What follows belongs to an exercise in optimizing a design on an open flow for small area, a short achievable clock period and few clock cycles; a production flow would make more cautious choices. The RTL was checked by simulation tests, not by an equivalence proof against the original design. Power and IR drop assume default switching activity.

<file path="design/flow/config.mk">
export PLATFORM = sky130hd
export DESIGN_NAME = Core
export DESIGN_NICKNAME = Core
export VERILOG_FILES = /design/flow/design.v
export SDC_FILE = /design/flow/constraint.sdc
export NUM_CORES = 4
export LEC_CHECK = 0
export ABC_AREA = 1
export CAP_MARGIN = 20
export CORE_MARGIN = 2
export CORE_UTILIZATION = 40
export PLACE_DENSITY = 0.6
export SETUP_SLACK_MARGIN = 3
export SLEW_MARGIN = 20
</file>
<file path="design/flow/constraint.sdc">
create_clock -name core_clock -period 7.0 [get_ports {clk}]
set_input_delay 1.4000 -clock core_clock [delete_from_list [all_inputs] [get_ports {clk}]]
set_output_delay 1.4000 -clock core_clock [all_outputs]
set_load 0.01 [all_outputs]
</file>
<file path="design/flow/design.v">
`timescale 1ns / 1ps
module RegisterFile(
	input 					clk,
	input 					rst,
	input 		[4:0] 	read_index_1,
	input 		[4:0] 	read_index_2,
	input 		[4:0] 	write_index,
	input 		[23:0] 	write_data,
	input 					write_enable,
	input						data_ready,
	input						left_click,
	input						right_click,
	input			[15:0]	mouse_x,
	input			[15:0]	mouse_y,
	input						x_overflow,
	input						y_overflow,
	output 		[23:0] 	read_data_1,
	output 		[23:0] 	read_data_2
   );
	reg [18:0] r_valid;
	reg [4:0]  lr_valid;
	reg r_x_overflow;
	reg r_y_overflow;
	reg [15:0] r_read_data;
	reg [15:0] r_mouse_x;
	reg [15:0] r_mouse_y;
	reg r_data_ready;
	reg r_left_click;
	reg r_right_click;
	wire [23:0] rv [0:31];
	wire [31:0] valid;
	genvar gi;
	generate
		for (gi = 0; gi < 19; gi = gi + 1) begin : g_r
			reg [15:0] r;
			always @(posedge clk)
				if (write_enable && write_index == gi)
					r <= write_data[15:0];
			assign rv[gi] = {{8{r[15]}}, r};
			assign valid[gi] = r_valid[gi];
		end
		for (gi = 0; gi < 5; gi = gi + 1) begin : g_lr
			reg [23:0] lr;
			always @(posedge clk)
				if (write_enable && write_index == 27 + gi)
					lr <= write_data;
			assign rv[27 + gi] = lr;
			assign valid[27 + gi] = lr_valid[gi];
		end
	endgenerate
	assign rv[19] = {23'b0, r_x_overflow};
	assign rv[20] = {23'b0, r_y_overflow};
	assign rv[21] = {8'b0, r_read_data};
	assign rv[22] = {8'b0, r_mouse_x};
	assign rv[23] = {8'b0, r_mouse_y};
	assign rv[24] = {23'b0, r_data_ready};
	assign rv[25] = {23'b0, r_left_click};
	assign rv[26] = {23'b0, r_right_click};
	assign valid[26:19] = 8'hFF;
	assign read_data_1 = valid[read_index_1] ? rv[read_index_1] : 24'b0;
	assign read_data_2 = valid[read_index_2] ? rv[read_index_2] : 24'b0;
	integer i;
	always @(posedge clk) begin
		r_data_ready <= data_ready;
		if (data_ready) begin
			r_mouse_x     <= mouse_x;
			r_mouse_y     <= mouse_y;
			r_left_click  <= left_click;
			r_right_click <= right_click;
			r_x_overflow  <= x_overflow;
			r_y_overflow  <= y_overflow;
		end
		if (rst)
			r_read_data <= 16'h0000;
		else if (write_enable && write_index == 5'd21)
			r_read_data <= write_data[15:0];
		else if (data_ready)
			r_read_data <= 16'd1;
	end
	always @(posedge clk) begin
		if (rst) begin
			r_valid  <= 19'b0;
			lr_valid <= 5'b0;
		end else begin
			for (i = 0; i < 19; i = i + 1)
				if (write_enable && write_index == i)
					r_valid[i] <= 1'b1;
			for (i = 0; i < 5; i = i + 1)
				if (write_enable && write_index == 27 + i)
					lr_valid[i] <= 1'b1;
		end
	end
endmodule
`timescale 1ns / 1ps
module Core(
	input						clk,
	input						rst,
	input						debug_core,
	input						debug_next_inst,
	input			[15:0]	data_from_ram,
	input			[15:0]	mouse_x,
	input			[15:0]	mouse_y,
	input						x_overflow,
	input						y_overflow,
	input						data_ready,
	input						left_click,
	input						right_click,
	output reg	[14:0]	ram_address,
	output		[15:0]	data_to_ram,
	output reg				web
	);
	localparam ADD 		= 5'b00000;
	localparam SUB 		= 5'b00001;
	localparam ADDI 		= 5'b00010;
	localparam SHLLI 		= 5'b00011;
	localparam SHRLI 		= 5'b00100;
	localparam JUMP 		= 5'b00101;
	localparam ADDR 		= 5'b00110;
	localparam JUMPL 		= 5'b00111;
	localparam JUMPG 		= 5'b01000;
	localparam JUMPE 		= 5'b01001;
	localparam JUMPNE 	= 5'b01010;
	localparam CMP 		= 5'b01011;
	localparam RET 		= 5'b01100;
	localparam LOAD 		= 5'b01101;
	localparam LOADI 		= 5'b01110;
	localparam STORE 		= 5'b01111;
	localparam MOV 		= 5'b10000;
	localparam INCRSR 	= 5'b10001;
	localparam INDRAW		= 5'b10010;
	localparam INERSR		= 5'b10011;
	localparam SETCOLR	= 5'b10100;
	reg [14:0] fpc;			 
	reg        fv;				 
	reg [15:0] q0, q1;
	reg        q0v, q1v;
	reg [14:0] pc;				 
	reg        e_lda;			 
	reg        e_ldb;			 
	reg        e_st;			 
	reg        e_ex;			 
	reg        e_we;			 
	reg        e_ldwe;		 
	reg [4:0]  e_rd;
	reg        e_wsx;			 
	reg        e_wzx;			 
	reg [23:0] ea, eb;
	reg [5:0]  e_sh;
	reg        e_add, e_sub, e_shl, e_shr, e_addr, e_passb, e_nib, e_cmp, e_setc;
	reg [1:0]  e_nibk;		 
	reg [23:0] wres;			 
	reg [4:0]  w_rd;
	reg        w_we;
	reg        w_sx;			 
	reg        w_zx;			 
	reg status_ZF, status_GF, status_LF;
	reg [3:0] selected_color;
	wire [23:0] rd_a, rd_b;
	RegisterFile _RegisterFile(.clk				(clk),
										.rst				(rst),
										.read_data_1	(rd_a),
										.read_data_2	(rd_b),
										.read_index_1	(q0[4:0]),
										.read_index_2	(q0[9:5]),
										.write_index	(w_rd),
										.write_enable	(w_we),
										.write_data		(wres),
										.mouse_x			(mouse_x),
										.mouse_y			(mouse_y),
										.x_overflow		(x_overflow),
										.y_overflow		(y_overflow),
										.left_click		(left_click),
										.right_click	(right_click),
										.data_ready		(data_ready));
	wire [23:0] wt = w_sx ? {{8{wres[15]}}, wres[15:0]} : w_zx ? {8'b0, wres[15:0]} : wres;
	wire [23:0] A = ea;
	wire [23:0] B = eb;
	wire [23:0] sum;
	Add24 _add(.a(A), .b(B ^ {24{e_sub}}), .cin(e_sub), .s(sum));
	wire [23:0] shl  = A << e_sh;
	wire [23:0] shr  = A >> e_sh;
	wire [23:0] ax = {A[17:0], 6'b0};
	wire [23:0] ay = {A[19:0], 4'b0};
	wire [23:0] az = {2'b0, B[23:2]};
	wire [23:0] acs = ax ^ ay ^ az;
	wire [23:0] acc = (ax & ay) | (ax & az) | (ay & az);
	wire [23:0] addr;
	Add24 _addr(.a(acs), .b({acc[22:0], 1'b0}), .cin(1'b0), .s(addr));
	wire [3:0]  nib  = (e_nibk == 2'd0) ? 4'b1111 : (e_nibk == 2'd1) ? selected_color : 4'b0000;
	reg  [15:0] nibw;
	always @* begin
		case (A[1:0])
			2'd0: nibw = {nib, B[11:0]};
			2'd1: nibw = {B[15:12], nib, B[7:0]};
			2'd2: nibw = {B[15:8], nib, B[3:0]};
			default: nibw = {B[15:4], nib};
		endcase
	end
	reg [3:0] colw;
	always @* begin
		case (A[1:0])
			2'd0: colw = B[15:12];
			2'd1: colw = B[11:8];
			2'd2: colw = B[7:4];
			default: colw = B[3:0];
		endcase
	end
	wire [23:0] alu = ({24{e_add | e_sub}} & sum)
	                | ({24{e_shl}}   & shl)
	                | ({24{e_shr}}   & shr)
	                | ({24{e_addr}}  & addr)
	                | ({24{e_passb}} & B)
	                | ({24{e_nib}}   & {8'b0, nibw});
	wire [23:0] e_res = alu | {8'b0, {16{e_ldb}} & data_from_ram};
	wire e_wr = e_we | (e_ldb & e_ldwe);
	wire [23:0] e_rt = e_wsx ? {{8{e_res[15]}}, e_res[15:0]} : e_wzx ? {8'b0, e_res[15:0]} : e_res;
	wire c_zf = (A == B);
	wire c_lf = $signed(A) < $signed(B);
	wire c_gf = $signed(B) < $signed(A);
	wire f_zf = e_cmp ? c_zf : (~e_ex & status_ZF);
	wire f_lf = e_cmp ? c_lf : (~e_ex & status_LF);
	wire f_gf = e_cmp ? c_gf : (~e_ex & status_GF);
	wire [4:0] d_op = q0[15:11];
	wire [4:0] d_ra = q0[4:0];
	wire [4:0] d_rb = q0[9:5];
	wire [5:0] d_imm = q0[10:5];
	wire d_is_ld  = (d_op == LOAD);
	wire d_is_st  = (d_op == STORE);
	wire d_sub    = (d_op == SUB);
	wire d_addi   = (d_op == ADDI);
	wire d_loadi  = (d_op == LOADI);
	wire d_nib    = (d_op == INCRSR) | (d_op == INDRAW) | (d_op == INERSR);
	wire d_writes = (d_op == ADD) | (d_op == SUB) | d_addi | (d_op == SHLLI) | (d_op == SHRLI)
	              | (d_op == ADDR) | (d_op == MOV) | d_loadi | d_nib;
	wire [4:0] d_wr = (d_op == ADDR) ? 5'd31 : d_nib ? 5'd16 : d_ra;
	wire d_wr_sx = (d_wr <= 5'd18);
	wire d_wr_zx = (d_wr == 5'd21);
	wire d_wr_ok = d_wr_sx | d_wr_zx | (d_wr >= 5'd27);
	wire d_ra_ok = (d_ra <= 5'd18) | (d_ra == 5'd21) | (d_ra >= 5'd27);
	wire w_a = w_we & (w_rd == d_ra);
	wire w_b = w_we & (w_rd == d_rb);
	wire [23:0] va = w_a ? wt : rd_a;
	wire d_bimm = d_addi | d_loadi;
	wire [23:0] b_imm = d_addi ? {8'b0, {10{d_imm[5]}}, d_imm} : {18'b0, d_imm};
	wire [23:0] vb = d_bimm ? b_imm : w_b ? wt : rd_b;
	wire e_a = e_wr & (e_rd == d_ra);
	wire e_b = e_wr & (e_rd == d_rb) & ~d_bimm;
	wire [23:0] xa = e_a ? e_rt : va;
	wire [23:0] xb = e_b ? e_rt : vb;
	wire d_jmp = (d_op == JUMP);
	wire d_jl  = (d_op == JUMPL);
	wire d_jg  = (d_op == JUMPG);
	wire d_je  = (d_op == JUMPE);
	wire d_jne = (d_op == JUMPNE);
	wire d_taken = (q0[10:0] != 11'd0) &
	               (d_jmp | (d_jl & f_lf) | (d_jg & f_gf) | (d_je & f_zf) | (d_jne & ~f_zf));
	wire [14:0] pc1 = pc + 15'd1;
	wire [14:0] target = pc1 + {{4{q0[10]}}, q0[10:0]};
	wire dbg_ok = ~debug_core | debug_next_inst;
	wire issue = q0v & ~e_lda & dbg_ok;
	wire redirect = issue & d_taken;
	wire port_busy = e_lda | e_st;
	wire fetch = ~port_busy & (issue | ~((q0v & q1v) | (q0v & fv) | (q1v & fv)));
	wire [14:0] fpc_next = redirect ? target : fetch ? fpc + 15'd1 : fpc;
	always @(posedge clk) begin
		if (rst) begin
			fpc <= 15'd19216;
			pc  <= 15'd19216;
			fv  <= 1'b0;
			q0v <= 1'b0;
			q1v <= 1'b0;
		end else begin
			fpc <= fpc_next;
			fv  <= fetch & ~redirect;
			if (issue) pc <= redirect ? target : pc1;
			if (redirect) begin
				q0v <= 1'b0;
				q1v <= 1'b0;
			end else if (issue) begin
				q0v <= q1v | fv;
				q1v <= q1v & fv;
			end else if (q0v) begin
				q1v <= q1v | fv;
			end else begin
				q0v <= fv;
			end
		end
	end
	always @(posedge clk) begin
		if (issue) begin
			q0 <= q1v ? q1 : data_from_ram;
			q1 <= data_from_ram;
		end else if (q0v) begin
			if (!q1v) q1 <= data_from_ram;
		end else begin
			q0 <= data_from_ram;
		end
	end
	always @(posedge clk) begin
		if (rst) begin
			ram_address <= 15'd19216;
			web <= 1'b0;
		end else begin
			if (issue & d_is_ld)      ram_address <= xb[14:0];
			else if (issue & d_is_st) ram_address <= xa[14:0];
			else                      ram_address <= fpc_next;
			web <= issue & d_is_st;
		end
	end
	assign data_to_ram = eb[15:0];
	always @(posedge clk) begin
		if (rst) begin
			e_lda <= 1'b0;
			e_ldb <= 1'b0;
			e_st  <= 1'b0;
			e_ex  <= 1'b0;
			e_we  <= 1'b0;
			e_cmp <= 1'b0;
		end else begin
			e_lda <= issue & d_is_ld;
			e_ldb <= e_lda;
			e_st  <= issue & d_is_st;
			e_ex  <= issue & ~d_is_ld & ~d_is_st;
			e_we  <= issue & d_writes & d_wr_ok;
			e_cmp <= issue & (d_op == CMP);
		end
	end
	always @(posedge clk) begin
		if (issue) begin
			e_rd   <= d_is_ld ? d_ra : d_wr;
			e_wsx  <= d_is_ld ? (d_ra <= 5'd18) : d_wr_sx;
			e_wzx  <= d_is_ld ? (d_ra == 5'd21) : d_wr_zx;
			e_ldwe <= d_ra_ok;
		end
	end
	always @(posedge clk) begin
		ea      <= xa;
		eb      <= xb;
		e_sh    <= d_imm;
		e_add   <= issue & ((d_op == ADD) | d_addi);
		e_sub   <= issue & d_sub;
		e_shl   <= issue & (d_op == SHLLI);
		e_shr   <= issue & (d_op == SHRLI);
		e_addr  <= issue & (d_op == ADDR);
		e_passb <= issue & ((d_op == MOV) | d_loadi);
		e_nib   <= issue & d_nib;
		e_nibk  <= (d_op == INCRSR) ? 2'd0 : (d_op == INDRAW) ? 2'd1 : 2'd2;
		e_setc  <= (d_op == SETCOLR);
	end
	always @(posedge clk) begin
		if (rst)
			w_we <= 1'b0;
		else
			w_we <= e_wr;
		w_rd <= e_rd;
		w_sx <= e_wsx;
		w_zx <= e_wzx;
		wres <= e_res;
	end
	always @(posedge clk) begin
		if (rst) begin
			status_ZF <= 1'b0;
			status_GF <= 1'b0;
			status_LF <= 1'b0;
			selected_color <= 4'b0100;
		end else begin
			status_ZF <= f_zf;
			status_GF <= f_gf;
			status_LF <= f_lf;
			if (e_ex & e_setc) selected_color <= colw;
		end
	end
endmodule
module Add24(
	input  [23:0] a,
	input  [23:0] b,
	input         cin,
	output [23:0] s
	);
	wire [23:0] p = a ^ b;
	wire [23:0] g0 = a & b;
	wire [23:0] G [0:5];
	wire [23:0] P [0:5];
	assign G[0] = {g0[23:1], g0[0] | (p[0] & cin)};
	assign P[0] = p;
	genvar l, i;
	generate
		for (l = 0; l < 5; l = l + 1) begin : lv
			for (i = 0; i < 24; i = i + 1) begin : bt
				if (i >= (1 << l)) begin : m
					assign G[l+1][i] = G[l][i] | (P[l][i] & G[l][i - (1 << l)]);
					assign P[l+1][i] = P[l][i] & P[l][i - (1 << l)];
				end else begin : k
					assign G[l+1][i] = G[l][i];
					assign P[l+1][i] = P[l][i];
				end
			end
		end
	endgenerate
	assign s = p ^ {G[5][22:0], cin};
endmodule
</file>
<file path="design/flow/run.sh">
#!/bin/bash
# synth_recipe.tcl (not shown) runs the flow's synth.tcl, then flattens the netlist and writes it again
# the make line also repeats each setting of config.mk as NAME=value (left out here)
make -C /OpenROAD-flow-scripts/flow DESIGN_CONFIG=/design/flow/config.mk WORK_HOME=/design/flow/orfs CLKGATE_MAP_FILE= SYNTH_SCRIPT=/design/flow/synth_recipe.tcl finish
</file>
==> results.cfg, run 1 <==
[run_status]
outcome = complete, no violations

[synthesis]
yosysTopAreaCellShare_pct = 38.44
yosysUniqueCellTypes = 63
synth_xor_area_share_pct = 1.637
synth-simple-area-share_pct = 20.38
synth_top_area_cell = edfxtp_1
yosys-top-cells-count = nand2_1 (1006), inv_1 (628), edfxtp_1 (500)
synth_adder_area_share_pct = 3.633
synth_flop_cell = edfxtp_1
avgSynthCellArea_sq_um = 8.300
synth_compound_area_share_pct = 16.71
synth.area.mux_share_pct = 0.1794
synth_nets = 4865
synth_most_common_cell = nand2_1
synth_top_family_by_area = simple AND/OR/NAND/NOR gates
yosysWarnings = 3
async_flop_share_pct = 0
syn_area_sq_um = 39060
synth_edf_count = 500
synthCells = 4706
ys_ff_latch = 698
ys_seq_area_share_pct = 48.59
synth_area_leaders = edfxtp_1 (38%), dfxtp_1 (10%), nand2_1 (9.7%)

[detailed_routing]
vias_per_cell = 6.156
wirelength_um = 176100
num_vias = 37538
route.detailed.drc = 0
routedWlPerCell_um = 28.88
drt_iter0_drc = 6450
detail-route-antenna-nets = 0
drt_pre_antenna_iters = 9

[critical_path]
crit_type = reg2reg
cpMostUsedCell = nand2_1
worstPathMaxFanout = 11
rr_worst_depth = 14
cpMaxStageDelayCell = edfxtp_1
cp-start-kind = register
endpoint = ram_address[11]
required_ps = 7590
crit_start = q0[1]
r2r-start = q0[1]
critPathArrivalTime_ps = 4670
ff2ff_setup_slack_ps = 2920
cp_cell_sequence = nand2_1 -> nor2_2 -> nand2_2 -> inv_1 -> nand2_1 -> o21ai_0 -> a21oi_1 -> nand3b_1 -> nand3_1 -> nand2_1 -> nand2_1 -> a21oi_1 -> nand2_1 -> nand2_1
cpPeakStageDelay_ps = 610
r2r_end = ram_address[11]
end_kind = register

[flow_run]
cap_violations = 0

[layout]
final_cells = 6098
nNetsFinal = 4911
nFillCells = 9575
drive_above_1_share_pct = 6.914
seqCellArea_sq_um = 18990
synthToLayoutAreaGrowth_pct = 12.12
multi_input_area_sq_um = 16800
postLayoutCellArea_sq_um = 43790

[power]
power.density_nw_per_um2 = 286.0
peakVddDrop_mv = 0.1906
leakagePower_nw = 18.30

[placed_design]
port_buffers = 88
hpwl_um = 118400
gp_congestion = 1.004
dpl_worst_slack_ps = 2512
dp_cells = 5943
place_area_sq_um = 41220

[sta]
skew_ps = 46.04
drv_slew = 0
fin_tns_setup_ps = 0
finalCritPeriodShare_pct = 58.28
maxSlewHeadroom_pct = 14.93
min_period_ps = 4080
tightest_slew_ps = 1275
max_freq_ghz = 0.2451
fin_ws_ps = 2920
hold_viol = 0
rsz0062_at_grt = false
setup_viol = 0

[cts]
clockRootBuffer = clkbuf_16
h-tree-depth = 3
numClockSinks = 698
path_clk_slew_ps = 70
tritoncts = yes
numCtsBuffers = 79
hold_buffers = 0
ctsLongestPathBuffers = 3
insertion_delay_ps = 690

[floorplan]
core_sq_um = 96710
core.rowCount = 114
io_pins = 89
die_y_um = 316.5
dieArea_sq_um = 100200
die_x_um = 316.5
start_util_pct = 40.39

[grt]
grt_overflow = 0
globalRouteTotalUtil_pct = 34.40
antenna_found_initial = 8
grt_pass1_wl_um = 245400
grt_max_degree = 67
first_global_vias = 33909

[hold_path]
hold_class = reg2reg
min_path_cells = 0
-- power breakdown --
group          total, W  switching (W)  internal [W]  leakage [nW]
Sequential      0.00502       0.000389       0.00463          6.23
Clock           0.00413        0.00184       0.00229          1.21
Combinational   0.00337        0.00237      0.000997          10.9
-- sequential cells by signal, indices dropped and copies added (netlist names), 19 cells and up --
name                   flops
_RegisterFile.g_r.r      304
wres                      24
_RegisterFile.r_valid     19
_RegisterFile.g_lr.lr    120
eb                        24
ea                        24
-- cells in the final DEF (no fill, tap or decap), types with 8 or more instances in the layout --
| cell type | synthesis | layout |
|---|---|---|
| o22ai_1 | 280 | 280 |
| a21o_1 | 9 | 9 |
| a221oi_1 | 29 | 29 |
| clkdlybuf4s50_1 | 0 | 86 |
| nand4_1 | 67 | 67 |
| fa_1 | 19 | 19 |
| inv_2 | 35 | 37 |
| o211ai_1 | 33 | 33 |
| a22oi_1 | 11 | 11 |
| o221ai_1 | 16 | 16 |
| clkbuf_1 | 70 | 16 |
| nand3_1 | 255 | 255 |
| nor2_1 | 396 | 375 |
| o21ai_0 | 306 | 306 |
| a21oi_1 | 253 | 253 |
| nand2_1 | 1006 | 1004 |
| nor2_4 | 9 | 26 |
| xnor2_1 | 11 | 11 |
| buf_4 | 30 | 67 |
| clkinv_2 | 1 | 18 |
| nor4_1 | 19 | 19 |
| nor3_1 | 37 | 33 |
| edfxtp_1 | 500 | 500 |
| a31oi_1 | 16 | 16 |
| dfxtp_1 | 198 | 192 |
| ha_1 | 83 | 83 |
| inv_1 | 628 | 627 |
| clkinv_1 | 4 | 13 |
| clkbuf_16 | 0 | 80 |
| o21ai_1 | 45 | 45 |
| nand2_2 | 23 | 22 |
| a211oi_1 | 22 | 22 |
| o21a_1 | 38 | 38 |
| a22o_1 | 8 | 8 |
| nor2_2 | 11 | 15 |
| xor2_1 | 62 | 62 |
| o2111ai_1 | 12 | 12 |
-- cell type report --
cell class	instances	share of cell area [%]
diodes	6	0.03428
clock buffers	102	4.897
clock inverters	43	0.8171
inverters	670	5.757
multi-input cells	3148	38.36
flip-flops and latches	698	43.35
well taps	1276	3.646
repair buffers	155	3.137
-- worst min path at each step --
stage	startpoint	to	slack (ps)
after floorplan	e_wzx	w_zx	350
after global placement	e_lda	e_ldb	430
after detailed placement	e_rd[0]	w_rd[0]	430
after CTS	e_lda	e_ldb	440
after global routing	e_rd[0]	w_rd[0]	460
final	e_rd[0]	w_rd[0]	440
-- worst max-delay path: cells and delay by family, from the launching register on --
kind            cells  cell delay, ps
simple gates       10            2440
flops               1             610
buf+inv             1             610
compound gates      3             320
-- cell families after synthesis --
| family | count (synthesis) |
|---|---|
| compound gates | 1105 |
| buf+inv | 860 |
| simple gates | 1861 |
| flops | 698 |
| mux | 7 |
| fa+ha+maj | 102 |
| xor+xnor | 73 |
-- timing repair --
action / in CTS / in global routing
setup buffers: 0 / 4
setup endpoints to repair: 43 / 40
resized for setup: 1 / 7
-- stage by stage --
stage | power, W | hold WS, ps | util [%]
global route | 0.01294 | 456.9 | 45.27
global placement | 0.008317 | 425.0 | 42.62
finish | 0.01253 | 443.8 | 45.28
floorplan | 0.007026 | 348.7 | -
CTS | 0.01236 | 443.8 | 45.21
detailed placement | 0.008312 | 425.6 | 42.62
-- routing by layer --
layer / vias up / GRT usage (%) / share of wire [%]
li1: 16252 / - / -
met1: 17635 / 47.27 / 40
met2: 2935 / 47.67 / 40
met3: 704 / 12.28 / 14
met4: 12 / 16.85 / 6.0
met5: - / 0.4735 / 0.11
Testbench counts, summed over its fixed seeds: cycles 56,511.
==> run 2: changes to the inputs <==
--- a/design/flow/design.v
+++ b/design/flow/design.v
@@ -134,4 +134,5 @@
 	reg        fv;				 
 	reg [15:0] q0, q1;
+	reg        p_jmp, p_jl, p_jg, p_je, p_jne, p_ld, p_st;
 	reg        q0v, q1v;
 	reg [14:0] pc;				 
@@ -149,9 +150,4 @@
 	reg        e_add, e_sub, e_shl, e_shr, e_addr, e_passb, e_nib, e_cmp, e_setc;
 	reg [1:0]  e_nibk;		 
-	reg [23:0] wres;			 
-	reg [4:0]  w_rd;
-	reg        w_we;
-	reg        w_sx;			 
-	reg        w_zx;			 
 	reg status_ZF, status_GF, status_LF;
 	reg [3:0] selected_color;
@@ -163,7 +159,7 @@
 										.read_index_1	(q0[4:0]),
 										.read_index_2	(q0[9:5]),
-										.write_index	(w_rd),
-										.write_enable	(w_we),
-										.write_data		(wres),
+										.write_index	(e_rd),
+										.write_enable	(e_wr),
+										.write_data		(e_res),
 										.mouse_x			(mouse_x),
 										.mouse_y			(mouse_y),
@@ -173,5 +169,4 @@
 										.right_click	(right_click),
 										.data_ready		(data_ready));
-	wire [23:0] wt = w_sx ? {{8{wres[15]}}, wres[15:0]} : w_zx ? {8'b0, wres[15:0]} : wres;
 	wire [23:0] A = ea;
 	wire [23:0] B = eb;
@@ -225,6 +220,6 @@
 	wire [4:0] d_rb = q0[9:5];
 	wire [5:0] d_imm = q0[10:5];
-	wire d_is_ld  = (d_op == LOAD);
-	wire d_is_st  = (d_op == STORE);
+	wire d_is_ld  = p_ld;
+	wire d_is_st  = p_st;
 	wire d_sub    = (d_op == SUB);
 	wire d_addi   = (d_op == ADDI);
@@ -238,21 +233,13 @@
 	wire d_wr_ok = d_wr_sx | d_wr_zx | (d_wr >= 5'd27);
 	wire d_ra_ok = (d_ra <= 5'd18) | (d_ra == 5'd21) | (d_ra >= 5'd27);
-	wire w_a = w_we & (w_rd == d_ra);
-	wire w_b = w_we & (w_rd == d_rb);
-	wire [23:0] va = w_a ? wt : rd_a;
+	wire [23:0] va = rd_a;
 	wire d_bimm = d_addi | d_loadi;
 	wire [23:0] b_imm = d_addi ? {8'b0, {10{d_imm[5]}}, d_imm} : {18'b0, d_imm};
-	wire [23:0] vb = d_bimm ? b_imm : w_b ? wt : rd_b;
+	wire [23:0] vb = d_bimm ? b_imm : rd_b;
 	wire e_a = e_wr & (e_rd == d_ra);
 	wire e_b = e_wr & (e_rd == d_rb) & ~d_bimm;
 	wire [23:0] xa = e_a ? e_rt : va;
 	wire [23:0] xb = e_b ? e_rt : vb;
-	wire d_jmp = (d_op == JUMP);
-	wire d_jl  = (d_op == JUMPL);
-	wire d_jg  = (d_op == JUMPG);
-	wire d_je  = (d_op == JUMPE);
-	wire d_jne = (d_op == JUMPNE);
-	wire d_taken = (q0[10:0] != 11'd0) &
-	               (d_jmp | (d_jl & f_lf) | (d_jg & f_gf) | (d_je & f_zf) | (d_jne & ~f_zf));
+	wire d_taken = p_jmp | (p_jl & f_lf) | (p_jg & f_gf) | (p_je & f_zf) | (p_jne & ~f_zf);
 	wire [14:0] pc1 = pc + 15'd1;
 	wire [14:0] target = pc1 + {{4{q0[10]}}, q0[10:0]};
@@ -287,13 +274,19 @@
 		end
 	end
+	wire [15:0] q0_in = q1v ? q1 : data_from_ram;
+	wire        q0_nz = (q0_in[10:0] != 11'd0);
 	always @(posedge clk) begin
-		if (issue) begin
-			q0 <= q1v ? q1 : data_from_ram;
-			q1 <= data_from_ram;
-		end else if (q0v) begin
-			if (!q1v) q1 <= data_from_ram;
-		end else begin
-			q0 <= data_from_ram;
+		if (issue | ~q0v) begin
+			q0    <= q0_in;
+			p_jmp <= q0_nz & (q0_in[15:11] == JUMP);
+			p_jl  <= q0_nz & (q0_in[15:11] == JUMPL);
+			p_jg  <= q0_nz & (q0_in[15:11] == JUMPG);
+			p_je  <= q0_nz & (q0_in[15:11] == JUMPE);
+			p_jne <= q0_nz & (q0_in[15:11] == JUMPNE);
+			p_ld  <= (q0_in[15:11] == LOAD);
+			p_st  <= (q0_in[15:11] == STORE);
 		end
+		if (issue | ~q0v | ~q1v)
+			q1 <= data_from_ram;
 	end
 	always @(posedge clk) begin
@@ -349,14 +342,4 @@
 	end
 	always @(posedge clk) begin
-		if (rst)
-			w_we <= 1'b0;
-		else
-			w_we <= e_wr;
-		w_rd <= e_rd;
-		w_sx <= e_wsx;
-		w_zx <= e_wzx;
-		wres <= e_res;
-	end
-	always @(posedge clk) begin
 		if (rst) begin
 			status_ZF <= 1'b0;
--- a/design/flow/config.mk
+++ b/design/flow/config.mk
@@ -11,4 +11,4 @@
 export CORE_UTILIZATION = 40
 export PLACE_DENSITY = 0.6
-export SETUP_SLACK_MARGIN = 3
+export SETUP_SLACK_MARGIN = 4.2
 export SLEW_MARGIN = 20
==> results.cfg, run 2 <==
[cts]
numClockSinks = 673
path_clk_slew_ps = 60
tritoncts = yes
ctsLongestPathBuffers = 3
clockRootBuffer = clkbuf_16
hold_buffers = 0
numCtsBuffers = 74
insertion_delay_ps = 660
h-tree-depth = 3

[grt]
globalRouteTotalUtil_pct = 38.01
grt_overflow = 0
first_global_vias = 35328
grt_max_degree = 52
grt_pass1_wl_um = 255900
antenna_found_initial = 8

[sta]
finalCritPeriodShare_pct = 46.50
holdWs_ps = 464.9
drv_slew = 0
fin_tns_setup_ps = 0
hold_viol = 0
setup_viol = 0
skew_ps = 42.12
min_period_ps = 3255
maxSlewHeadroom_pct = 28.45
max_freq_ghz = 0.3072
tightest_slew_ps = 1071
rsz0062_at_grt = true

[layout]
seqCellArea_sq_um = 18710
top_register = _RegisterFile.g_r.r
mostFrequentLayoutCell = nand2_1
most-common-layout-cells = nand2_1 (871), edfxtp_1 (507), inv_1 (492)
postLayoutCellArea_sq_um = 50830
synthToLayoutAreaGrowth_pct = 36.61
multi_input_area_sq_um = 19570
top_regs = _RegisterFile.g_r.r (304), _RegisterFile.g_lr.lr (120)
largest_register_ffs = 304
nNetsFinal = 5041
nFillCells = 8047
drive_above_1_share_pct = 27.37

[power]
pwr-share-clk_pct = 31.1
sw_frac_of_total_pct = 36.58
p_int_w = 0.008608
netSwitchingPower_w = 0.004966
leakagePower_nw = 20.95
power.density_nw_per_um2 = 267.0
seqPwrFrac_pct = 35.4
p_total_w = 0.01357
power_frac_comb_pct = 33.5
peakVddDrop_mv = 0.1979

[synthesis]
async_flop_share_pct = 0
synthCells = 4355
syn_area_sq_um = 37210
synth_edf_count = 507
avgSynthCellArea_sq_um = 8.544
yosysTopAreaCellShare_pct = 40.92
yosys-top-cells-count = nand2_1 (1025), inv_1 (547), edfxtp_1 (507)
synth_most_common_cell = nand2_1
ys_ff_latch = 673
yosysUniqueCellTypes = 64
synth_flop_cell = edfxtp_1
synth_area_leaders = edfxtp_1 (41%), nand2_1 (10%), dfxtp_1 (8.9%)
yosysWarnings = 3
synth_nets = 4514
synth_top_area_cell = edfxtp_1
ys_seq_area_share_pct = 49.85

[detailed_routing]
wirelength_um = 194200
wl_met3_um = 32700
met2_length_um = 77280
routedLengthMet1_um = 65900
top_layer = met5
detail-route-antenna-nets = 0
vias_per_cell = 6.379
route.detailed.drc = 0
routedWlPerCell_um = 31.38
num_vias = 39474
drt_iter0_drc = 7144
drt_pre_antenna_iters = 13

[critical_path]
cpMaxStageDelayCell = nand4_1
cp_cell_sequence = buf_6 -> inv_8 -> nor2_4 -> nand2_2 -> clkinvlp_4 -> nand2_2 -> nand2_2 -> a21oi_2 -> nand2_2 -> nor2_4 -> nand4_1 -> nand3_2 -> nand3_2 -> nand2_1 -> inv_1 -> nand2_1 -> nand2_1
worstPathMaxFanout = 6
critPathArrivalTime_ps = 3780
cp-start-kind = register
critical_path_buf_inv_count = 4
cpPeakStageDelay_ps = 610
required_ps = 7530
cpMostUsedCell = nand2_2
crit_type = reg2reg
path_delay_family = simple AND/OR/NAND/NOR gates
end_kind = register

[floorplan]
io_pins = 89
die_x_um = 309.0
core_sq_um = 91940
dieArea_sq_um = 95480
die_y_um = 309.0
start_util_pct = 40.47
core.rowCount = 111

[placed_design]
hpwl_um = 119700
port_buffers = 88
place_area_sq_um = 39670
gp_congestion = 1.069

[run_status]
outcome = complete, no violations

[hold_path]
hold_class = reg2reg

[flow_run]
cap_violations = 0
==> run 2: changes by cell type after synthesis, moves of 29 or more <==
cell / change
dfxtp_1: -32
o21ai_1: -29
nor2_1: -60
nand3_1: -33
a21oi_1: -30
inv_1: -81
o22ai_1: -111
==> run 2: kinds of logic after synthesis <==
logic type / Yosys count / synth area share (%)
and+or+nand+nor: 1816 / 20.81
buffers and inverters: 733 / 8.026
DFF: 673 / 49.85
AOI/OAI and AO/OA: 940 / 15.31
muxes: 16 / 0.4304
adders and majority gates: 102 / 3.813
xor gates and xnor gates: 75 / 1.765
==> run 2: per-layer routing <==
layer / vias to the layer above / global-route usage, %
met5: - / 0
met4: 12 / 25.94
met3: 1118 / 17.96
met2: 3630 / 54.18
met1: 18530 / 45.27
li1: 16184 / -
==> run 2: through the flow <==
stage	std cells	worst slack, ps	utilization [%]
4_1_cts	5988	3944	50.98
3_5_place_dp	5612	2741	43.15
6_report	6188	3745	55.29
2_1_floorplan	4355	4085	-
3_3_place_gp	5612	2683	43.15
5_1_grt	6183	3754	55.27
==> run 2: power by group through the flow <==
stage | clock network [W] | logic [W] | registers, W
final | 0.00422 | 0.00454 | 0.00481
after global routing | 0.00436 | 0.00466 | 0.00481
after CTS | 0.00419 | 0.00360 | 0.00478
after detailed placement | 0 | 0.00282 | 0.00488
after global placement | 0 | 0.00281 | 0.00488
after floorplan | 0 | 0.00181 | 0.00470
==> run 2: area by class of cell <==
type                       instances  share of cell area [%]
multi-input combinational       2965                   38.50
sequential                       673                   36.81
timing repair buffer             580                   11.66
inverter                         584                   4.834
clock buffer                      99                   4.093
tap                             1243                   3.060
clock inverter                    35                  0.9378
timing repair inverter             4                 0.08369
antenna                            5                 0.02461
==> run 2: final timing paths <==
path | endpoint | depth (start not counted) | slack [ps] | start
hold / removal | _RegisterFile.r_valid[1] | 2 | 460 | _RegisterFile.r_valid[1]
hold reg to reg | _RegisterFile.r_valid[1] | 2 | 460 | _RegisterFile.r_valid[1]
setup reg to reg | ram_address[10] | 17 | 3740 | q0[1]
setup / recovery | ram_address[10] | 17 | 3740 | q0[1]
==> run 2: tightest hold or removal path, cell delays in order, from the launching register on <==
cell	delay [ps]
dfxtp_1	320
nor2_1	40
nor2_1	70
==> run 2: repair_timing <==
| item | 4_1_cts | 5_1_grt |
|---|---|---|
| endpoints found under the setup margin | 639 | 496 |
| resized for setup | 680 | 527 |
| cloned | 18 | 18 |
| setup buffers | 224 | 177 |
| pin swaps | 137 | 211 |
Testbench counts of run 2, summed over its fixed seeds: cycles 56,511.
==> run 3: changes to the inputs <==
--- a/design/flow/config.mk
+++ b/design/flow/config.mk
@@ -9,6 +9,7 @@
 export CAP_MARGIN = 20
 export CORE_MARGIN = 2
-export CORE_UTILIZATION = 40
-export PLACE_DENSITY = 0.6
+export CORE_UTILIZATION = 55
+export PLACE_DENSITY = 0.7
 export SETUP_SLACK_MARGIN = 4.2
 export SLEW_MARGIN = 20
+export TNS_END_PERCENT = 0
==> results.cfg, run 3 <==
[floorplan]
die_x_um = 264.1
die_y_um = 264.1
dieArea_sq_um = 69750
io_pins = 89
start_util_pct = 55.50
core_sq_um = 67040
core.rowCount = 95

[critical_path]
required_ps = 7540
crit_type = reg2reg
crit_start = q0[3]
r2r-start = q0[3]
cpMaxStageDelayCell = nor4_1
cp-start-kind = register
critPathArrivalTime_ps = 3960
end_kind = register
cpPeakStageDelay_ps = 710
cp_cell_sequence = nand2_1 -> inv_1 -> buf_4 -> nand2_2 -> inv_1 -> nand2_1 -> o21ai_0 -> nor4_1 -> nand4_1 -> nand3_1 -> nand3_1 -> nand3_1 -> nand2_1
worstPathMaxFanout = 12

[cts]
insertion_delay_ps = 660
path_clk_slew_ps = 60
h-tree-depth = 3
numCtsBuffers = 75
numClockSinks = 673
hold_buffers = 0
tritoncts = yes
ctsLongestPathBuffers = 3
clockRootBuffer = clkbuf_16

[sta]
rsz0062_at_grt = true
skew_ps = 42.74
fin_ws_ps = 3581
min_period_ps = 3419
maxSlewHeadroom_pct = 17.28
setup_viol = 0
hold_viol = 0
drv_slew = 0
fin_tns_setup_ps = 0
tightest_slew_ps = 1238
finalCritPeriodShare_pct = 48.84
max_freq_ghz = 0.2925

[placed_design]
place_area_sq_um = 39230
hpwl_um = 120000
gp_congestion = 1.123
port_buffers = 88
dpl_worst_slack_ps = 2672

[layout]
postLayoutCellArea_sq_um = 44780
synthToLayoutAreaGrowth_pct = 20.33
largest_register_ffs = 304
top_regs = _RegisterFile.g_r.r (304), _RegisterFile.g_lr.lr (120)
drive_above_1_share_pct = 15.75
top_register = _RegisterFile.g_r.r
mostFrequentLayoutCell = nand2_1
most-common-layout-cells = nand2_1 (978), inv_1 (522), edfxtp_1 (507)
nNetsFinal = 4759
nFillCells = 5532
fin_util_pct = 66.79

[detailed_routing]
drt_pre_antenna_iters = 13
wirelength_um = 182400
routedWlPerCell_um = 32.92
drt_iter0_drc = 7148
vias_per_cell = 6.874
num_vias = 38087
detail-route-antenna-nets = 0
route.detailed.drc = 0

[hold_path]
hold_path_startpoint = _RegisterFile.lr_valid[0]
hold_class = reg2reg

[grt]
first_global_vias = 34321
antenna_found_initial = 10
grt_pass1_wl_um = 247400
grt_overflow = 0
globalRouteTotalUtil_pct = 50.16
grt_max_degree = 64

[power]
power_frac_comb_pct = 28.5
seqPwrFrac_pct = 38.6
netSwitchingPower_w = 0.004511
p_int_w = 0.007917
peakVddDrop_mv = 0.2221
power.density_nw_per_um2 = 277.6
leakagePower_nw = 18.61
pwr-share-clk_pct = 32.9
sw_frac_of_total_pct = 36.30

[synthesis]
synth_area_leaders = edfxtp_1 (41%), nand2_1 (10%), dfxtp_1 (8.9%)
yosysTopAreaCellShare_pct = 40.92
synth_top_area_cell = edfxtp_1
synth_most_common_cell = nand2_1
ys_ff_latch = 673
async_flop_share_pct = 0
synth_edf_count = 507
avgSynthCellArea_sq_um = 8.544
synthCells = 4355
yosys-top-cells-count = nand2_1 (1025), inv_1 (547), edfxtp_1 (507)
synth_nets = 4514
synth_flop_cell = edfxtp_1
syn_area_sq_um = 37210
ys_seq_area_share_pct = 49.85
yosysWarnings = 3
yosysUniqueCellTypes = 64

[run_status]
outcome = complete, no violations

[flow_run]
cap_violations = 0
run 3: worst max-delay path: cells and delay by family (launching register included):
family	cells	cell delay [ps]
simple gates	9	2190
flops	1	520
compound gates	1	80
buf+inv	3	510
run 3: worst paths after layout:
check,endpoint,slack (ps),depth (start not counted)
worst min register to register,_RegisterFile.lr_valid[0],470,2
worst min-delay path,_RegisterFile.lr_valid[0],470,2
worst max register to register,ram_address[3],3580,13
worst max-delay path,ram_address[3],3580,13
run 3: logic make-up after synthesis:
kind of cell / after synthesis / share of synthesized area (%)
simple gates: 1816 / 20.81
compound gates: 940 / 15.31
buf+inv: 733 / 8.026
flops: 673 / 49.85
fa+ha+maj: 102 / 3.813
xor+xnor: 75 / 1.765
mux: 16 / 0.4304
run 3: repair_timing:
item	CTS	global route
buffers inserted	72	58
resized for setup	272	199
setup endpoints to repair	613	612
cloned	7	6
pin swaps	48	67
run 3: routing by layer:
layer	track usage, %	wire [um]	vias up	share of wire (%)
met2	68.04	69950	3663	38
met1	63.11	63680	17789	35
met3	25.54	32270	1006	18
li1	-	-	15605	-
met5	1.040	598	-	0.33
met4	30.70	15900	24	8.7
run 3: power by group through the flow:
stage	combinational (W)	clock [W]	sequential, W
after global routing	0.00368	0.00418	0.00480
after detailed placement	0.00281	0	0.00486
after global placement	0.00281	0	0.00486
final	0.00354	0.00409	0.00480
after CTS	0.00309	0.00402	0.00478
after floorplan	0.00180	0	0.00470
run 3: area by class of cell:
cell class / count / area [sq um] / area share [%]
repair buffers: 307 / 2970 / 6.634
clock inverters: 36 / 371.6 / 0.8299
flip-flops and latches: 673 / 18680 / 41.72
multi-input cells: 2956 / 17210 / 38.44
clock buffers: 102 / 2101 / 4.692
inverters: 584 / 2308 / 5.156
repair inverters: 3 / 23.77 / 0.05309
diodes: 7 / 17.52 / 0.03912
well taps: 873 / 1092 / 2.440
run 3: per-stage QoR:
step | cells | total power (W) | hold slack, ps
after floorplan | 4355 | 0.006501 | 371.1
after global placement | 5253 | 0.007667 | 433.8
after detailed placement | 5253 | 0.007674 | 456.2
after CTS | 5470 | 0.01189 | 468.2
after global routing | 5534 | 0.01266 | 486.5
final | 5541 | 0.01243 | 475.0
==> run 4: changes to the inputs <==
--- a/design/flow/config.mk
+++ b/design/flow/config.mk
@@ -10,4 +10,6 @@
 export CORE_MARGIN = 2
 export CORE_UTILIZATION = 55
+export CTS_CLUSTER_DIAMETER = 100
+export CTS_CLUSTER_SIZE = 25
 export PLACE_DENSITY = 0.7
 export SETUP_SLACK_MARGIN = 4.2
==> results.cfg, run 4 <==
[detailed_routing]
detail-route-antenna-nets = 0
wirelength_um = 178200
vias_per_cell = 6.870
routedWlPerCell_um = 32.78
drt_iter0_drc = 7278
num_vias = 37339
drt_pre_antenna_iters = 13
route.detailed.drc = 0

[synthesis]
synth_nets = 4514
ys_seq_area_share_pct = 49.85
yosysUniqueCellTypes = 64
syn_area_sq_um = 37210
synth_area_leaders = edfxtp_1 (41%), nand2_1 (10%), dfxtp_1 (8.9%)
avgSynthCellArea_sq_um = 8.544
yosysTopAreaCellShare_pct = 40.92
synth_top_area_cell = edfxtp_1
synth_edf_count = 507
async_flop_share_pct = 0
yosysWarnings = 3
yosys-top-cells-count = nand2_1 (1025), inv_1 (547), edfxtp_1 (507)
synthCells = 4355
synth_most_common_cell = nand2_1
synth_flop_cell = edfxtp_1
ys_ff_latch = 673

[floorplan]
die_y_um = 264.1
core.rowCount = 95
start_util_pct = 55.50
core_sq_um = 67040
dieArea_sq_um = 69750
die_x_um = 264.1
io_pins = 89

[placed_design]
hpwl_um = 120000
place_area_sq_um = 39230
dpl_worst_slack_ps = 2672
port_buffers = 88
gp_congestion = 1.123

[critical_path]
cpPeakStageDelay_ps = 560
end_kind = register
r2r-start = q0[1]
critical_path_buf_inv_count = 4
path_delay_family = simple AND/OR/NAND/NOR gates
r2r_end = ram_address[3]
required_ps = 7530
cpMaxStageDelayCell = a211oi_2
ff2ff_setup_slack_ps = 3630
cp_cell_sequence = buf_4 -> nor2_4 -> nand2_1 -> buf_4 -> clkinvlp_4 -> buf_4 -> nand2_1 -> o211ai_1 -> a211oi_2 -> nand4_1 -> nand3_1 -> nand3_1 -> nand3_1 -> nand2_1
cp-start-kind = register
crit_type = reg2reg
worstPathMaxFanout = 12
critPathArrivalTime_ps = 3900
rr_worst_depth = 14

[layout]
largest_register_ffs = 304
synthToLayoutAreaGrowth_pct = 15.20
top_register = _RegisterFile.g_r.r
fin_util_pct = 63.94
top_regs = _RegisterFile.g_r.r (304), _RegisterFile.g_lr.lr (120)
mostFrequentLayoutCell = nand2_1
nNetsFinal = 4690
most-common-layout-cells = nand2_1 (988), inv_1 (528), edfxtp_1 (507)
drive_above_1_share_pct = 13.44
postLayoutCellArea_sq_um = 42860

[sta]
finalCritPeriodShare_pct = 48.14
skew_ps = 58.18
fin_ws_ps = 3630
maxSlewHeadroom_pct = 19.06
rsz0062_at_grt = true
fin_tns_setup_ps = 0
drv_slew = 0
max_freq_ghz = 0.2967
setup_viol = 0
tightest_slew_ps = 1211
hold_viol = 0
min_period_ps = 3370

[cts]
ctsLongestPathBuffers = 3
insertion_delay_ps = 650
numCtsBuffers = 34
tritoncts = yes
h-tree-depth = 2
clockRootBuffer = clkbuf_16
numClockSinks = 673
path_clk_slew_ps = 100

[grt]
globalRouteTotalUtil_pct = 49.22
first_global_vias = 33575
grt_max_degree = 64
grt_pass1_wl_um = 242900
antenna_found_initial = 18
grt_overflow = 0

[hold_path]
holdPathEnd = _RegisterFile.r_read_data[9]
hold_path_startpoint = _RegisterFile.r_read_data[9]
min_path_cells = 2
hold_class = reg2reg

[run_status]
outcome = complete, no violations

[power]
leakagePower_nw = 17.76
peakVddDrop_mv = 0.2499
power.density_nw_per_um2 = 249.0

[flow_run]
cap_violations = 0
run 4: cell families (layout without fill, tap and decap cells):
kind of cell    after synthesis  after routing  synth area share, %
compound gates              940            940                15.31
xor+xnor                     75             75                1.765
fa+ha+maj                   102            102                3.813
buf+inv                     733            928                8.026
flops                       673            673                49.85
mux                          16             16               0.4304
other cells                   0              8                    0
simple gates               1816           1820                20.81
run 4: per-stage QoR:
| step | hold slack [ps] | std cells | power, W |
|---|---|---|---|
| floorplan | 371.1 | 4355 | 0.006501 |
| global placement | 433.8 | 5253 | 0.007667 |
| detailed placement | 456.2 | 5253 | 0.007674 |
| CTS | 474.4 | 5393 | 0.01022 |
| global route | 493.8 | 5429 | 0.01090 |
| finish | 477.0 | 5435 | 0.01067 |
run 4: worst max-delay path by stage:
stage / slack (ps) / start / endpoint / cells after the start
after floorplan: 4070 / debug_next_inst / ram_address[14] / 17
after global placement: 2750 / eb[11] / eb[15] / 14
after detailed placement: 2670 / eb[11] / eb[15] / 14
after CTS: 3930 / q0[5] / ram_address[13] / 12
after global routing: 3690 / pc[2] / ram_address[14] / 20
final: 3630 / q0[1] / ram_address[3] / 14
run 4: per-layer routing:
layer	vias to the layer above	GRT usage, %	share of wire (%)
li1	15414	-	-
met1	17360	62.63	35
met2	3660	66.88	39
met3	887	24.32	18
met4	18	29.02	8.2
met5	-	2.841	0.20
run 4: what timing repair did:
action | 4_1_cts | 5_1_grt
pin swaps | 45 | 51
hold buffers | 0 | 0
gates cloned | 7 | 3
buffers inserted | 74 | 31
resized for setup | 247 | 158
endpoints found under the setup margin | 610 | 613
run 4: report_power, final:
part,total (W),internal (W),switching (W)
combinational,0.00346,0.00108,0.00238
sequential,0.00478,0.00448,0.000301
clock,0.00243,0.00103,0.00140
total,0.0107,0.00659,0.00408
run 4: cell type report:
cell class                 count  area, sq um
clock buffer                  49        928.4
antenna                        8        20.02
clock inverter                10        140.1
sequential                   673        18670
multi-input combinational   2953        17090
timing repair buffer         282         2616
tap                          873         1092
timing repair inverter         3        23.77
inverter                     584         2283
fill                        5797        24180
run 4: worst min-delay path, stage by stage, from the launching register on:
cell	delay [ps]
dfxtp_1	320
nand2_1	60
a21oi_1	60
==> run 5: changes to the inputs <==
--- a/design/flow/config.mk
+++ b/design/flow/config.mk
@@ -13,5 +13,5 @@
 export CTS_CLUSTER_SIZE = 25
 export PLACE_DENSITY = 0.7
-export SETUP_SLACK_MARGIN = 4.2
+export SETUP_SLACK_MARGIN = 4.5
 export SLEW_MARGIN = 20
 export TNS_END_PERCENT = 0
==> results.cfg, run 5 <==
[run_status]
outcome = complete, no violations

[detailed_routing]
route.detailed.drc = 0
num_vias = 37554
drt_pre_antenna_iters = 14
wirelength_um = 179000
drt_iter0_drc = 7556
routedWlPerCell_um = 32.76
detail-route-antenna-nets = 0
vias_per_cell = 6.870

[layout]
largest_register_ffs = 304
top_register = _RegisterFile.g_r.r
mostFrequentLayoutCell = nand2_1
nNetsFinal = 4721
top_regs = _RegisterFile.g_r.r (304), _RegisterFile.g_lr.lr (120)
most-common-layout-cells = nand2_1 (980), inv_1 (526), edfxtp_1 (507)
drive_above_1_share_pct = 14.96
fin_util_pct = 64.65
synthToLayoutAreaGrowth_pct = 16.48

[cts]
hold_buffers = 0
ctsLongestPathBuffers = 3
h-tree-depth = 2
tritoncts = yes
path_clk_slew_ps = 100
numCtsBuffers = 34
clockRootBuffer = clkbuf_16
numClockSinks = 673
insertion_delay_ps = 640

[critical_path]
end_kind = register
r2r_end = ram_address[3]
ff2ff_setup_slack_ps = 3710
cpMaxStageDelayCell = a211oi_2
cpPeakStageDelay_ps = 580
crit_type = reg2reg
required_ps = 7530
critPathArrivalTime_ps = 3820
crit_start = q0[4]
worstPathMaxFanout = 12
r2r-start = q0[4]
cp-start-kind = register
cp_cell_sequence = buf_4 -> nand2_1 -> nor2_2 -> nand2_1 -> buf_6 -> clkinvlp_4 -> buf_4 -> nand2_1 -> o211ai_1 -> a211oi_2 -> nand4_1 -> nand3_1 -> nand3_1 -> nand3_1 -> nand2_1
cpMostUsedCell = nand2_1
rr_worst_depth = 15

[grt]
grt_pass1_wl_um = 246300
grt_max_degree = 64
first_global_vias = 33999
globalRouteTotalUtil_pct = 49.88
grt_overflow = 0
antenna_found_initial = 14

[synthesis]
synth_flop_cell = edfxtp_1
synth_adder_area_share_pct = 3.813
async_flop_share_pct = 0
avgSynthCellArea_sq_um = 8.544
synth_top_family_by_area = simple AND/OR/NAND/NOR gates
yosys-top-cells-count = nand2_1 (1025), inv_1 (547), edfxtp_1 (507)
synth_most_common_cell = nand2_1
yosysWarnings = 3
synth-simple-area-share_pct = 20.81
syn_area_sq_um = 37210
ys_ff_latch = 673
ys_seq_area_share_pct = 49.85
yosysUniqueCellTypes = 64
synth_compound_area_share_pct = 15.31
synth_xor_area_share_pct = 1.765
synthCells = 4355
synth_top_area_cell = edfxtp_1
synth.area.mux_share_pct = 0.4304
synth_edf_count = 507
synth_nets = 4514
synth_area_leaders = edfxtp_1 (41%), nand2_1 (10%), dfxtp_1 (8.9%)
yosysTopAreaCellShare_pct = 40.92

[hold_path]
hold_path_startpoint = p_st
hold_class = reg2reg
min_path_cells = 1
holdPathEnd = e_ex

[sta]
finalCritPeriodShare_pct = 47.02
maxSlewHeadroom_pct = 22.01
rsz0062_at_grt = true
tightest_slew_ps = 1167
hold_viol = 0
skew_ps = 48.72
max_freq_ghz = 0.3038
fin_tns_setup_ps = 0
drv_slew = 0
min_period_ps = 3291
setup_viol = 0

[placed_design]
hpwl_um = 120000
port_buffers = 88
gp_congestion = 1.123

[power]
leakagePower_nw = 17.97
peakVddDrop_mv = 0.2512
power.density_nw_per_um2 = 249.3

[flow_run]
cap_violations = 0

[floorplan]
start_util_pct = 55.50
dieArea_sq_um = 69750
core_sq_um = 67040
core.rowCount = 95
die_x_um = 264.1
io_pins = 89
die_y_um = 264.1
[run 5: cell types whose count changed in the layout (fill, tap and decap cells not counted), moves of 6 or more]
cell             delta
ha_4                +7
nand2_2            +10
dfxtp_2             -7
dfxtp_4            +11
buf_4              +26
nand2_1             -8
nand3_1             -7
nor2_2              +6
dlygate4sd2_1       +7
nand3_2             +7
clkdlybuf4s50_1     -7
nor2_1              -6
[run 5: area by class of cell]
class | count | area, sq um
Antenna cell | 8 | 20.02
Clock buffer | 49 | 928.4
Clock inverter | 10 | 140.1
Fill cell | 5738 | 23700
Inverter | 584 | 2295
Multi-Input combinational cell | 2953 | 17300
Sequential cell | 673 | 18700
Tap cell | 873 | 1092
Timing Repair Buffer | 313 | 2844
Timing Repair inverter | 3 | 23.77
[run 5: worst max path at each step]
stage	end	slack (ps)
2_1_floorplan	ram_address[14]	4070
3_3_place_gp	eb[15]	2750
3_5_place_dp	eb[15]	2670
4_1_cts	_RegisterFile.r_read_data[15]	4010
5_1_grt	ram_address[13]	3780
6_report	ram_address[3]	3710
[run 5: where the power goes]
group	switching (W)	internal (W)	total [W]	leakage [nW]
clock network	0.00140	0.00103	0.00243	0.516
logic	0.00245	0.00115	0.00360	11.4
registers	0.000288	0.00449	0.00477	6.09
[run 5: metrics by stage]
stage,std cells,setup slack (ps),total power (W),hold WS [ps],instance area [sq um]
after floorplan,4355,4067,0.006501,371.1,37320
after global placement,5253,2755,0.007667,433.8,39230
after detailed placement,5253,2672,0.007674,456.2,39230
after CTS,5443,4013,0.01041,474.4,42740
after global routing,5461,3782,0.01103,493.8,43330
final,5466,3709,0.01080,481.7,43340
[run 5: cells by family (layout without fill, tap and decap cells)]
kind of cell / after synthesis / count (layout)
flops: 673 / 673
xor+xnor: 75 / 75
simple gates: 1816 / 1820
mux: 16 / 16
fa+ha+maj: 102 / 102
compound gates: 940 / 940
buf+inv: 733 / 959
other cells: 0 / 8
[run 5: routing by layer]
layer	vias up	GRT usage, %	part of all wire (%)
met5	-	3.257	0.28
met4	16	29.36	8.0
met3	902	23.49	17
met2	3618	68.12	39
met1	17541	63.93	35
li1	15477	-	-
[run 5: repair_timing]
action,4_1_cts,5_1_grt
setup buffers,122,14
pin swaps,84,52
setup endpoints to repair,993,839
gates resized for setup,365,117
cloned,9,1
[run 5: worst max-delay path, delay by kind of cell (launching register included)]
kind / cells / cell delay [ps]
buf+inv: 4 / 880
flops: 1 / 370
simple gates: 9 / 1210
compound gates: 2 / 700
==> run 6: changes to the inputs <==
--- a/design/flow/config.mk
+++ b/design/flow/config.mk
@@ -13,5 +13,5 @@
 export CTS_CLUSTER_SIZE = 25
 export PLACE_DENSITY = 0.7
-export SETUP_SLACK_MARGIN = 4.5
+export SETUP_SLACK_MARGIN = 4.8
 export SLEW_MARGIN = 20
 export TNS_END_PERCENT = 0
==> results.cfg, run 6 <==
[floorplan]
dieArea_sq_um = 69750
die_x_um = 264.1
start_util_pct = 55.50
io_pins = 89
die_y_um = 264.1
core.rowCount = 95
core_sq_um = 67040

[layout]
top_regs = _RegisterFile.g_r.r (304), _RegisterFile.g_lr.lr (120)
synthToLayoutAreaGrowth_pct = 16.48
postLayoutCellArea_sq_um = 43340
mostFrequentLayoutCell = nand2_1
fin_util_pct = 64.65
top_register = _RegisterFile.g_r.r
largest_register_ffs = 304
nNetsFinal = 4721
most-common-layout-cells = nand2_1 (980), inv_1 (526), edfxtp_1 (507)
drive_above_1_share_pct = 14.96

[grt]
globalRouteTotalUtil_pct = 49.88
antenna_found_initial = 14
grt_max_degree = 64
first_global_vias = 33999
grt_overflow = 0
grt_pass1_wl_um = 246300

[cts]
ctsLongestPathBuffers = 3
numClockSinks = 673
h-tree-depth = 2
path_clk_slew_ps = 100
insertion_delay_ps = 640
tritoncts = yes
hold_buffers = 0
clockRootBuffer = clkbuf_16
numCtsBuffers = 34

[synthesis]
ys_seq_area_share_pct = 49.85
ys_ff_latch = 673
synthCells = 4355
avgSynthCellArea_sq_um = 8.544
yosysTopAreaCellShare_pct = 40.92
synth-simple-area-share_pct = 20.81
synth_area_leaders = edfxtp_1 (41%), nand2_1 (10%), dfxtp_1 (8.9%)
async_flop_share_pct = 0
yosys-top-cells-count = nand2_1 (1025), inv_1 (547), edfxtp_1 (507)
yosysUniqueCellTypes = 64
synth_compound_area_share_pct = 15.31
synth_edf_count = 507
synth_adder_area_share_pct = 3.813
synth_nets = 4514
synth_xor_area_share_pct = 1.765
synth.area.mux_share_pct = 0.4304
yosysWarnings = 3
synth_most_common_cell = nand2_1
synth_top_area_cell = edfxtp_1
synth_flop_cell = edfxtp_1
syn_area_sq_um = 37210
synth_top_family_by_area = simple AND/OR/NAND/NOR gates

[hold_path]
hold_class = reg2reg
hold_path_startpoint = p_st

[critical_path]
critical_path_buf_inv_count = 4
cpPeakStageDelay_ps = 580
cpMaxStageDelayCell = a211oi_2
cp_cell_sequence = buf_4 -> nand2_1 -> nor2_2 -> nand2_1 -> buf_6 -> clkinvlp_4 -> buf_4 -> nand2_1 -> o211ai_1 -> a211oi_2 -> nand4_1 -> nand3_1 -> nand3_1 -> nand3_1 -> nand2_1
crit_start = q0[4]
end_kind = register
cpMostUsedCell = nand2_1
path_delay_family = simple AND/OR/NAND/NOR gates
crit_type = reg2reg
worstPathMaxFanout = 12
cp-start-kind = register
required_ps = 7530
r2r-start = q0[4]
critPathArrivalTime_ps = 3820

[detailed_routing]
drt_pre_antenna_iters = 14
vias_per_cell = 6.870
num_vias = 37554
detail-route-antenna-nets = 0
routedWlPerCell_um = 32.76
wirelength_um = 179000
drt_iter0_drc = 7556
route.detailed.drc = 0

[sta]
fin_ws_ps = 3709
max_freq_ghz = 0.3038
tightest_slew_ps = 1167
min_period_ps = 3291
setup_viol = 0
rsz0062_at_grt = true
finalCritPeriodShare_pct = 47.02
hold_viol = 0
maxSlewHeadroom_pct = 22.01
skew_ps = 48.72
drv_slew = 0
fin_tns_setup_ps = 0

[run_status]
outcome = complete, no violations

[power]
peakVddDrop_mv = 0.2512
leakagePower_nw = 17.97
power.density_nw_per_um2 = 249.3

[placed_design]
hpwl_um = 120000
place_area_sq_um = 39230
dpl_worst_slack_ps = 2672
gp_congestion = 1.123
port_buffers = 88

[flow_run]
cap_violations = 0
[run 6: final cells by class]
type                            instances  area [sq um]
Fill cell                            5738         23700
Antenna cell                            8         20.02
Timing Repair Buffer                  313          2844
Timing Repair inverter                  3         23.77
Tap cell                              873          1092
Clock inverter                         10         140.1
Sequential cell                       673         18700
Inverter                              584          2295
Multi-Input combinational cell       2953         17300
Clock buffer                           49         928.4
[run 6: layer usage]
| layer | share of wire [%] | vias up | track usage, % |
|---|---|---|---|
| met4 | 8.0 | 16 | 29.36 |
| met5 | 0.28 | - | 3.257 |
| li1 | - | 15477 | - |
| met3 | 17 | 902 | 23.49 |
| met1 | 35 | 17541 | 63.93 |
| met2 | 39 | 3618 | 68.12 |
[run 6: power by group]
| group | switching (W) | internal [W] |
|---|---|---|
| registers | 0.000288 | 0.00449 |
| logic | 0.00245 | 0.00115 |
| clock network | 0.00140 | 0.00103 |
[run 6: through the flow]
| step | instances | hold WS (ps) | power, W |
|---|---|---|---|
| 2_1_floorplan | 4355 | 371.1 | 0.006501 |
| 3_3_place_gp | 5253 | 433.8 | 0.007667 |
| 3_5_place_dp | 5253 | 456.2 | 0.007674 |
| 4_1_cts | 5443 | 474.4 | 0.01041 |
| 5_1_grt | 5461 | 493.8 | 0.01103 |
| 6_report | 5466 | 481.7 | 0.01080 |
[run 6: timing repair]
action,in CTS,in global routing
setup endpoints to repair,1084,1069
cloned,9,1
setup buffers,122,14
pin swaps,84,52
gates resized for setup,365,117
[run 6: logic make-up (layout without fill, tap and decap cells)]
family | after synthesis | in the layout
buffers and inverters | 733 | 959
DFF | 673 | 673
and+or+nand+nor | 1816 | 1820
muxes | 16 | 16
other | 0 | 8
xor gates and xnor gates | 75 | 75
adders and majority gates | 102 | 102
AOI/OAI and AO/OA | 940 | 940
[run 6: worst paths after layout]
path / to / slack [ps] / cells after the start
worst max register to register: ram_address[3] / 3710 / 15
worst min-delay path: e_ex / 480 / 1
worst max-delay path: ram_address[3] / 3710 / 15
worst min register to register: e_ex / 480 / 1
==> run 7: changes to the inputs <==
--- a/design/flow/config.mk
+++ b/design/flow/config.mk
@@ -9,9 +9,9 @@
 export CAP_MARGIN = 20
 export CORE_MARGIN = 2
-export CORE_UTILIZATION = 55
+export CORE_UTILIZATION = 65
 export CTS_CLUSTER_DIAMETER = 100
 export CTS_CLUSTER_SIZE = 25
-export PLACE_DENSITY = 0.7
-export SETUP_SLACK_MARGIN = 4.8
+export PLACE_DENSITY = 0.8
+export SETUP_SLACK_MARGIN = 4.5
 export SLEW_MARGIN = 20
 export TNS_END_PERCENT = 0
==> results.cfg, run 7 <==
[grt]
grt_max_degree = 64
globalRouteTotalUtil_pct = 72.70
grt_overflow = 3

[synthesis]
synthCells = 4355
synth_top_area_cell = edfxtp_1
syn_area_sq_um = 37210
yosys-top-cells-count = nand2_1 (1025), inv_1 (547), edfxtp_1 (507)
synth_flop_cell = edfxtp_1
ys_seq_area_share_pct = 49.85
synth_edf_count = 507
yosysUniqueCellTypes = 64
synth_area_leaders = edfxtp_1 (41%), nand2_1 (10%), dfxtp_1 (8.9%)
synth_most_common_cell = nand2_1
avgSynthCellArea_sq_um = 8.544
synth_nets = 4514
async_flop_share_pct = 0
yosysWarnings = 3
ys_ff_latch = 673
yosysTopAreaCellShare_pct = 40.92

[cts]
ctsLongestPathBuffers = 3
h-tree-depth = 2
hold_buffers = 0
numCtsBuffers = 34
numClockSinks = 673
clockRootBuffer = clkbuf_16

[placed_design]
port_buffers = 88
dp_cells = 5127
place_area_sq_um = 38970
hpwl_um = 116600
gp_congestion = 1.098

[sta]
worst-ep-kind = register data pin
postGrtWorstEndpoint = ram_address[14]$_SDFF_PP1_/D

[floorplan]
core.rowCount = 87
io_pins = 89
die_y_um = 243.3
start_util_pct = 65.86
die_x_um = 243.3

[run_status]
outcome = did not finish
stop_stage = global routing
toolErrorMsg = [ERROR GRT-0232] Routing congestion too high. Check the congestion heatmap in the GUI.
[run 7: cells by family after synthesis]
kind of cell | count (synthesis) | share of synthesized area (%)
simple gates | 1816 | 20.81
xor+xnor | 75 | 1.765
buf+inv | 733 | 8.026
compound gates | 940 | 15.31
flops | 673 | 49.85
mux | 16 | 0.4304
fa+ha+maj | 102 | 3.813
[run 7: how the worst min path moves through the flow]
stage	startpoint	end	slack, ps	cells past startpoint
floorplan	q0[8]	e_sh[3]	370	0
global placement	p_st	e_ex	450	1
detailed placement	p_st	e_ex	450	1
CTS	_RegisterFile.r_read_data[6]	_RegisterFile.r_read_data[6]	470	2
[run 7: what timing repair did]
item,4_1_cts
endpoints found under the setup margin,892
gates resized for setup,367
pin swaps,77
cloned,10
endpoints found under the hold margin,0
buffers inserted,141
[run 7: power by group through the flow]
stage | Combinational, W | Clock, W | Sequential [W]
after detailed placement | 0.00270 | 0 | 0.00489
after floorplan | 0.00180 | 0 | 0.00470
after CTS | 0.00317 | 0.00227 | 0.00478
after global placement | 0.00266 | 0 | 0.00489
[run 7: routing by layer]
metal,track usage [%],overflow
met1,79.00,0
met2,85.10,3
met3,59.28,0
met4,60.10,0
met5,38.89,0
[run 7: per-stage QoR]
stage	hold slack (ps)	utilization, %	power (W)	setup slack (ps)
detailed placement	454.1	68.99	0.007594	2719
global placement	450.7	68.99	0.007548	2798
CTS	473.0	75.65	0.01022	4011
floorplan	371.1	-	0.006501	4067

==> what the ideal ports hide <==
No port has a modelled driver above. Below, the same layouts with a new extraction and two added sets of constraints.
Step 1: set_driving_cell puts a clkbuf_16 on clk and a buf_2 on each other input, an assumption about the parent block.
Step 2 moves the port delays by t, midway between the first and last clock arrival at a register: inputs arrive t later, outputs are due t later. That takes back most of the time a late clock gives input paths.
Slacks: ideal / step 1 / step 2; pairs: ideal / step 1.
| run | t, ns | setup WS [ns] | slew at the worst register clock pin (ns) | worst slew at a driven data input, ns |
|---|---|---|---|---|
| run 1 | 0.735 | 2.920 / 2.920 / 2.882 | 0.07 / 0.07 | 0.05 |
| run 2 | 0.710 | 3.745 / 3.745 / 3.334 | 0.07 / 0.07 | 0.05 |
| run 3 | 0.711 | 3.581 / 3.581 / 3.323 | 0.07 / 0.07 | 0.06 |
| run 4 | 0.693 | 3.630 / 3.630 / 3.260 | 0.11 / 0.11 | 0.06 |
| run 5 | 0.679 | 3.709 / 3.709 / 3.272 | 0.11 / 0.11 | 0.05 |
| run 6 | 0.679 | 3.709 / 3.709 / 3.272 | 0.11 / 0.11 | 0.05 |
After both steps setup and hold are still met in every run listed.
